Background: an optimization exercise with open tools, aiming at small area, a short achievable clock period and few clock cycles per item. Do not read the settings as production practice. At most, simulation tests tie the RTL to the original design; equivalence was not proved.

==> flow/design.v (excerpt) <==
module fir_top (
    input  wire       clk,
    input  wire       resetN,
    input  wire       sampleClk,
    input  wire [7:0] sample,
    output wire [7:0] sum,
    output reg        dav
);
   reg [7:0] h1, h2, h3, h4, h5, h6, h7, h8;
   reg [8:0] s34, s25, s16;
   reg [9:0] m3;
   reg [18:0] t1a;
   reg [17:0] t1b;
   reg [3:0] ic;
   wire busy = ~ic[3] | ~ic[2];
   wire en = sampleClk | busy;
   wire [7:0] xin = busy ? 8'd0 : sample;
   wire s_1, c_2;
   ha us_1 (h2[0], h3[0], s_1, c_2);
   wire s_3, c_4;
   ha us_3 (h2[1], h3[1], s_3, c_4);
   wire s_5, c_6;
   ha us_5 (h2[2], h3[2], s_5, c_6);
   wire s_7, c_8;
   ha us_7 (h2[3], h3[3], s_7, c_8);
   wire s_9, c_10;
   ha us_9 (h2[4], h3[4], s_9, c_10);
   wire s_11, c_12;
   ha us_11 (h2[5], h3[5], s_11, c_12);
   wire s_13, c_14;
   ha us_13 (h2[6], h3[6], s_13, c_14);
   wire s_15, c_16;
   ha us_15 (h2[7], h3[7], s_15, c_16);
   wire s_17, c_18;
   ha us_17 (h2[7], h3[7], s_17, c_18);
   wire G_19 = c_4 | (s_3 & c_2);
   wire G_21 = c_6 | (s_5 & c_4);
   wire P_22 = s_5 & s_3;
   wire G_23 = c_8 | (s_7 & c_6);
   wire P_24 = s_7 & s_5;
   wire G_25 = c_10 | (s_9 & c_8);
   wire P_26 = s_9 & s_7;
   wire G_27 = c_12 | (s_11 & c_10);
   wire P_28 = s_11 & s_9;
   wire G_29 = c_14 | (s_13 & c_12);
   wire P_30 = s_13 & s_11;
   wire G_31 = c_16 | (s_15 & c_14);
   wire P_32 = s_15 & s_13;
   wire G_33 = c_18 | (s_17 & c_16);
   wire P_34 = s_17 & s_15;
   wire G_35 = G_21 | (P_22 & c_2);
   wire G_37 = G_23 | (P_24 & G_19);
   wire G_39 = G_25 | (P_26 & G_21);
   wire P_40 = P_26 & P_22;
   wire G_41 = G_27 | (P_28 & G_23);
   wire P_42 = P_28 & P_24;
   wire G_43 = G_29 | (P_30 & G_25);
   wire P_44 = P_30 & P_26;
   wire G_45 = G_31 | (P_32 & G_27);
   wire P_46 = P_32 & P_28;
   wire G_47 = G_33 | (P_34 & G_29);
   wire P_48 = P_34 & P_30;
   wire G_49 = G_39 | (P_40 & c_2);
   wire G_51 = G_41 | (P_42 & G_19);
   wire G_53 = G_43 | (P_44 & G_35);
   wire G_55 = G_45 | (P_46 & G_37);
   wire G_57 = G_47 | (P_48 & G_39);
   wire P_58 = P_48 & P_40;
   wire G_59 = G_57 | (P_58 & c_2);
   wire [8:0] s34n;
   assign s34n[0] = ~(s_1);
  ...
Settings: LEC_CHECK=0, CAP_MARGIN=20, CORE_MARGIN=2, CORE_UTILIZATION=65, CTS_BUF_LIST=sky130_fd_sc_hd__clkbuf_8, CTS_CLUSTER_SIZE=30, SETUP_SLACK_MARGIN=5, SLEW_MARGIN=20, SYNTH_HIERARCHICAL=1; clock period 10.0 ns.
standard.sh (not shown) runs the stock make flow with config.mk's settings and CLKGATE_MAP_FILE= SYNTH_SCRIPT=/design/flow/synth_recipe.tcl, a recipe that flattens the netlist after the stock synthesis.
==> flow/flow/run.sh <==
#!/bin/bash
# The standard layout (the standard.sh: ORFS from synthesis to the final
# layout), with timing repair aiming at a larger setup margin than the flow
# settings allow. make's output goes to flow_make.log; each ORFS step writes
# its own log under orfs/logs, copied here at the end.
set -euo pipefail
bash standard.sh SETUP_SLACK_MARGIN=6.0 finish > flow_make.log 2>&1
cp orfs/logs/*/fir_top/base/*.log . 2>/dev/null || true
Testbench counts at the start, summed over its fixed seeds: cycles 12,008, items 12,000.
Then changed:
--- a/flow/design.v
+++ b/flow/design.v
@@ -730,56 +730,56 @@
    assign r[14] = s_549 ^ G_677;
    assign r[15] = s_551 ^ G_679;
    assign r[16] = s_553 ^ G_681;
    assign r[17] = s_555 ^ G_691;
    assign r[18] = ~s_557 ^ G_693;
    assign r[19] = s_559 ^ G_695;
    wire c7;
    carry7 uc7 (r[9:3], sample[6:0], c7);
-   wire [2:0] nf0, nf1, nf;
-   nflags unf0 (r[10], sample[7], 1'b0, nf0);
-   nflags unf1 (r[10], sample[7], 1'b1, nf1);
-   mux3 unfm (c7, nf0, nf1, nf);
-   reg [8:0] rq;
-   reg zq, oq, upq, n0q, n3q;
-   wire [7:0] rinc = rq[7:0] + upq;
-   wire sp = (~rq[8] & rq[7] & (~zq | ~n0q)) | (~rq[8] & ~rq[7] & oq & n3q);
-   wire sn = (rq[8] & ~rq[7] & (~oq | ~n3q)) | (rq[8] & rq[7] & zq & n0q);
-   assign sum = sp ? 8'h7f : sn ? 8'h80 : rinc;
+   wire up0, sp0, sn0, up1, sp1, sn1, up, sp, sn;
+   presel ups0 (r[19:10], sample[7], 1'b0, up0, sp0, sn0);
+   presel ups1 (r[19:10], sample[7], 1'b1, up1, sp1, sn1);
+   mux3 upsm (c7, {up0, sp0, sn0}, {up1, sp1, sn1}, {up, sp, sn});
+   reg [7:0] rq;
+   reg upq, spq, snq;
+   wire [7:0] rinc = rq + upq;
+   assign sum = spq ? 8'h7f : snq ? 8'h80 : rinc;
    always @(posedge clk, negedge resetN)
      if (!resetN) begin
         ic <= 4'd0;
         dav <= 1'b0;
      end else begin
         if (busy) ic <= ic + 4'd1;
         dav <= sampleClk & ~busy;
      end
    always @(posedge clk) begin
-      rq <= r[19:11];
-      zq <= ~|r[17:11]; oq <= &r[17:11];
-      {upq, n0q, n3q} <= nf;
+      rq <= r[18:11];
+      upq <= up; spq <= sp; snq <= sn;
       if (en) begin
          t1a <= t1an; t1b <= t1bn;
          s34 <= s34n; s25 <= s25n; s16 <= s16n;
          m3 <= m3n;
          h1 <= xin; h2 <= h1; h3 <= h2; h4 <= h3;
          h5 <= h4; h6 <= h5; h7 <= h6; h8 <= h7;
       end
    end
 endmodule
 module carry7 (input [6:0] a, input [6:0] b, output c);
    wire [7:0] s = {1'b0, a} + {1'b0, b};
    assign c = s[7];
 endmodule
-module nflags (input r0, input x7, input c, output [2:0] f);
+module presel (input [9:0] r, input x7, input c, output up, output sp, output sn);
+   wire signed [8:0] rs = r[9:1];
    wire nx = ~x7;
-   assign f[2] = (r0 & nx) | (r0 & c) | (nx & c);
-   assign f[1] = ~r0 & ~nx & ~c;
-   assign f[0] = r0 & nx & c;
+   wire n0 = ~r[0] & ~nx & ~c;
+   wire n3 = r[0] & nx & c;
+   assign up = (r[0] & nx) | (r[0] & c) | (nx & c);
+   assign sp = (rs >= 9'sd129) | ((rs == 9'sd128) & ~n0) | ((rs == 9'sd127) & n3);
+   assign sn = (rs <= -9'sd130) | ((rs == -9'sd129) & ~n3) | ((rs == -9'sd128) & n0);
 endmodule
 module mux3 (input s, input [2:0] a, input [2:0] b, output [2:0] y);
    assign y = s ? b : a;
 endmodule
 module fa (input a, input b, input c, output s, output co);
    assign s = a ^ b ^ c;
    assign co = (a & b) | (a & c) | (b & c);
 endmodule
Synthesized area shrinks by 0.84%. Die area shrinks by 0.81%. Routed wire length shrinks by 1.2%. Non-clock buffer count grows by 8. Design area grows by 1.1%. Hold slack hardly moves. Flip-flop and latch count shrinks by 3. Critical path depth grows by 6.
Testbench counts after the change, summed over its fixed seeds: cycles 12,008, items 12,000.

---

the baseline:
Another version of the RTL of fir_top (not shown whole).
Size: about 760 cells after synthesis, about 140 flip-flops, ~20 I/O pins, roughly 9900 um2 of cells after synthesis.
clock: 10.0 ns
lec_check: 0
cap_margin: 20
core_margin: 2
core_utilization: 65
cts_buf_list: sky130_fd_sc_hd__clkbuf_8
cts_cluster_size: 30
slew_margin: 20
synth_hierarchical: 1
run.sh (not shown) runs the stock make flow with config.mk's settings and CLKGATE_MAP_FILE= SYNTH_SCRIPT=/design/flow/synth_recipe.tcl, a recipe that flattens the netlist after the stock synthesis.
Stock flow here: none of the scripts above is used.
Input changes introduced in the candidate (baseline for comparison: the baseline):
diff --git a/flow/design.v b/flow/design.v
--- a/flow/design.v
+++ b/flow/design.v
@@ -272,15 +272,15 @@
    assign m3n[9] = s_197 ^ G_245;
    wire s_249, c_250;
    fa us_249 (s25[0], ~h7[0], 1'b1, s_249, c_250);
    wire s_251, c_252;
    fa us_251 (~s34[0], s25[1], 1'b1, s_251, c_252);
    wire s_253, c_254;
    xr xs_253 (h7[1], c_250, s_253);
-   nr ns_253 (h7[1], ~c_250, c_254);
+   anb ns_253 (h7[1], c_250, c_254);
    wire s_255, c_256;
    fa us_255 (~s34[1], s25[2], s25[0], s_255, c_256);
    wire s_257, c_258;
    fa us_257 (s16[0], ~h7[2], c_252, s_257, c_258);
    wire s_259, c_260;
    ha us_259 (s_255, c_254, s_259, c_260);
    wire s_261, c_262;
@@ -488,15 +488,15 @@
    wire s_463, c_464;
    fa us_463 (~s_461, c_456, c_458, s_463, c_464);
    wire s_465, c_466;
    xr xs_465 (s34[7], c_462, s_465);
    nr ns_465 (s34[7], c_462, c_466);
    wire s_467, c_468;
    xr xs_467 (s_251, s_253, s_467);
-   nr ns_467 (s_253, ~s_251, c_468);
+   anb ns_467 (s_253, s_251, c_468);
    wire s_469, c_470;
    ha us_469 (s_257, s_259, s_469, c_470);
    wire s_471, c_472;
    ha us_471 (s_267, s_269, s_471, c_472);
    wire s_473, c_474;
    ha us_473 (s_281, s_283, s_473, c_474);
    wire s_475, c_476;
@@ -523,15 +523,15 @@
    ha us_495 (c_454, s_459, s_495, c_496);
    wire s_497, c_498;
    ha us_497 (c_460, s_463, s_497, c_498);
    wire s_499, c_500;
    ha us_499 (c_464, s_465, s_499, c_500);
    wire s_501, c_502;
    xr xs_501 (s34[8], c_466, s_501);
-   nr ns_501 (s34[8], ~c_466, c_502);
+   anb ns_501 (s34[8], c_466, c_502);
    wire G_503 = c_468 | (~s_467 & 1'b0);
    wire G_505 = c_470 | (s_469 & c_468);
    wire P_506 = s_469 & ~s_467;
    wire G_507 = c_472 | (s_471 & c_470);
    wire P_508 = s_471 & s_469;
    wire G_509 = c_474 | (s_473 & c_472);
    wire P_510 = s_473 & s_471;
@@ -686,21 +686,21 @@
    ha us_655 (t1[10], m3[7], s_655, c_656);
    wire s_657, c_658;
    ha us_657 (t1[11], m3[8], s_657, c_658);
    wire s_659, c_660;
    ha us_659 (t1[12], m3[9], s_659, c_660);
    wire s_661, c_662;
    xr xs_661 (t1[0], h1[0], s_661);
-   nr ns_661 (h1[0], ~t1[0], c_662);
+   anb ns_661 (h1[0], t1[0], c_662);
    wire s_663, c_664;
    xr xs_663 (t1[1], h1[1], s_663);
-   nr ns_663 (h1[1], ~t1[1], c_664);
+   anb ns_663 (h1[1], t1[1], c_664);
    wire s_665, c_666;
    xr xs_665 (t1[2], h1[2], s_665);
-   nr ns_665 (h1[2], ~t1[2], c_666);
+   anb ns_665 (h1[2], t1[2], c_666);
    wire s_667, c_668;
    ha us_667 (c_642, s_643, s_667, c_668);
    wire s_669, c_670;
    ha us_669 (c_644, s_645, s_669, c_670);
    wire s_671, c_672;
    ha us_671 (c_646, s_647, s_671, c_672);
    wire s_673, c_674;
## What came out
- As the logs show, the candidate stopped at 6_report after a tool error, so it never reached the end of the flow.
- Delta (the candidate minus the baseline): vias after detailed routing moved up; global-route met2 utilization went up 3.4 points; iteration count of the initial detailed-routing pass up 1; detailed-routing wirelength on met1 moved up; area share of xor/xnor cells in the synthesized design went up by 0.45 points.
- The simple-gate share of the synthesized area in the candidate sits 0.36 points above the value recorded for the baseline.
- Comparing the baseline with the candidate, the arithmetic-cell share of the synthesized area counting full adders, half adders and majority gates came out essentially unchanged.
- Relative to the baseline, the violation count after the first detailed-routing iteration measured on the candidate has decreased slightly.
- Count of different cell masters after synthesis was higher in the baseline than in the candidate.
- Between the baseline and the candidate, the synthesized area does not differ in any meaningful way.
- Compare the baseline and the candidate | detailed-route wire length higher: the candidate
Testbench counts of the candidate, summed over its fixed seeds: cycles 12,008, items 12,000.
The RTL of the baseline was laid out without a check of its function.

## what the ideal ports hide
In the flow no input, the clock included, has a driving cell. The finished layouts below were timed again as built, in two steps.
Step 1 (the two cells are an assumption about what drives the block):
set clk [get_ports {clk}]
set_driving_cell -lib_cell sky130_fd_sc_hd__clkbuf_16 $clk
set_driving_cell -lib_cell sky130_fd_sc_hd__buf_2 [delete_from_list [all_inputs] $clk]
Step 2 also shifts input and output timing later by t, the mid clock arrival at the registers, as if the neighbouring blocks saw the same clock.
a / b / c = ideal ports / drivers / drivers and shift; a / b = the first two.
run	shift t [ns]	setup WS [ns]	worst hold slack (ns)	latest minus earliest clock arrival (ns)
the first run of note 1	0.487	6.008 / 5.968 / 5.596	0.425 / 0.425 / 0.425	0.012 / 0.012
the second run of note 1	0.485	5.840 / 5.840 / 5.596	0.424 / 0.424 / 0.424	0.018 / 0.018
the baseline	0.502	4.652 / 4.652 / 4.652	0.428 / 0.428 / 0.428	0.018 / 0.018
After both steps setup and hold are still met in every run listed. For the first run of note 1, which loses most, drivers alone change the setup slack by -0.040 ns; drivers and shift together by -0.412 ns.
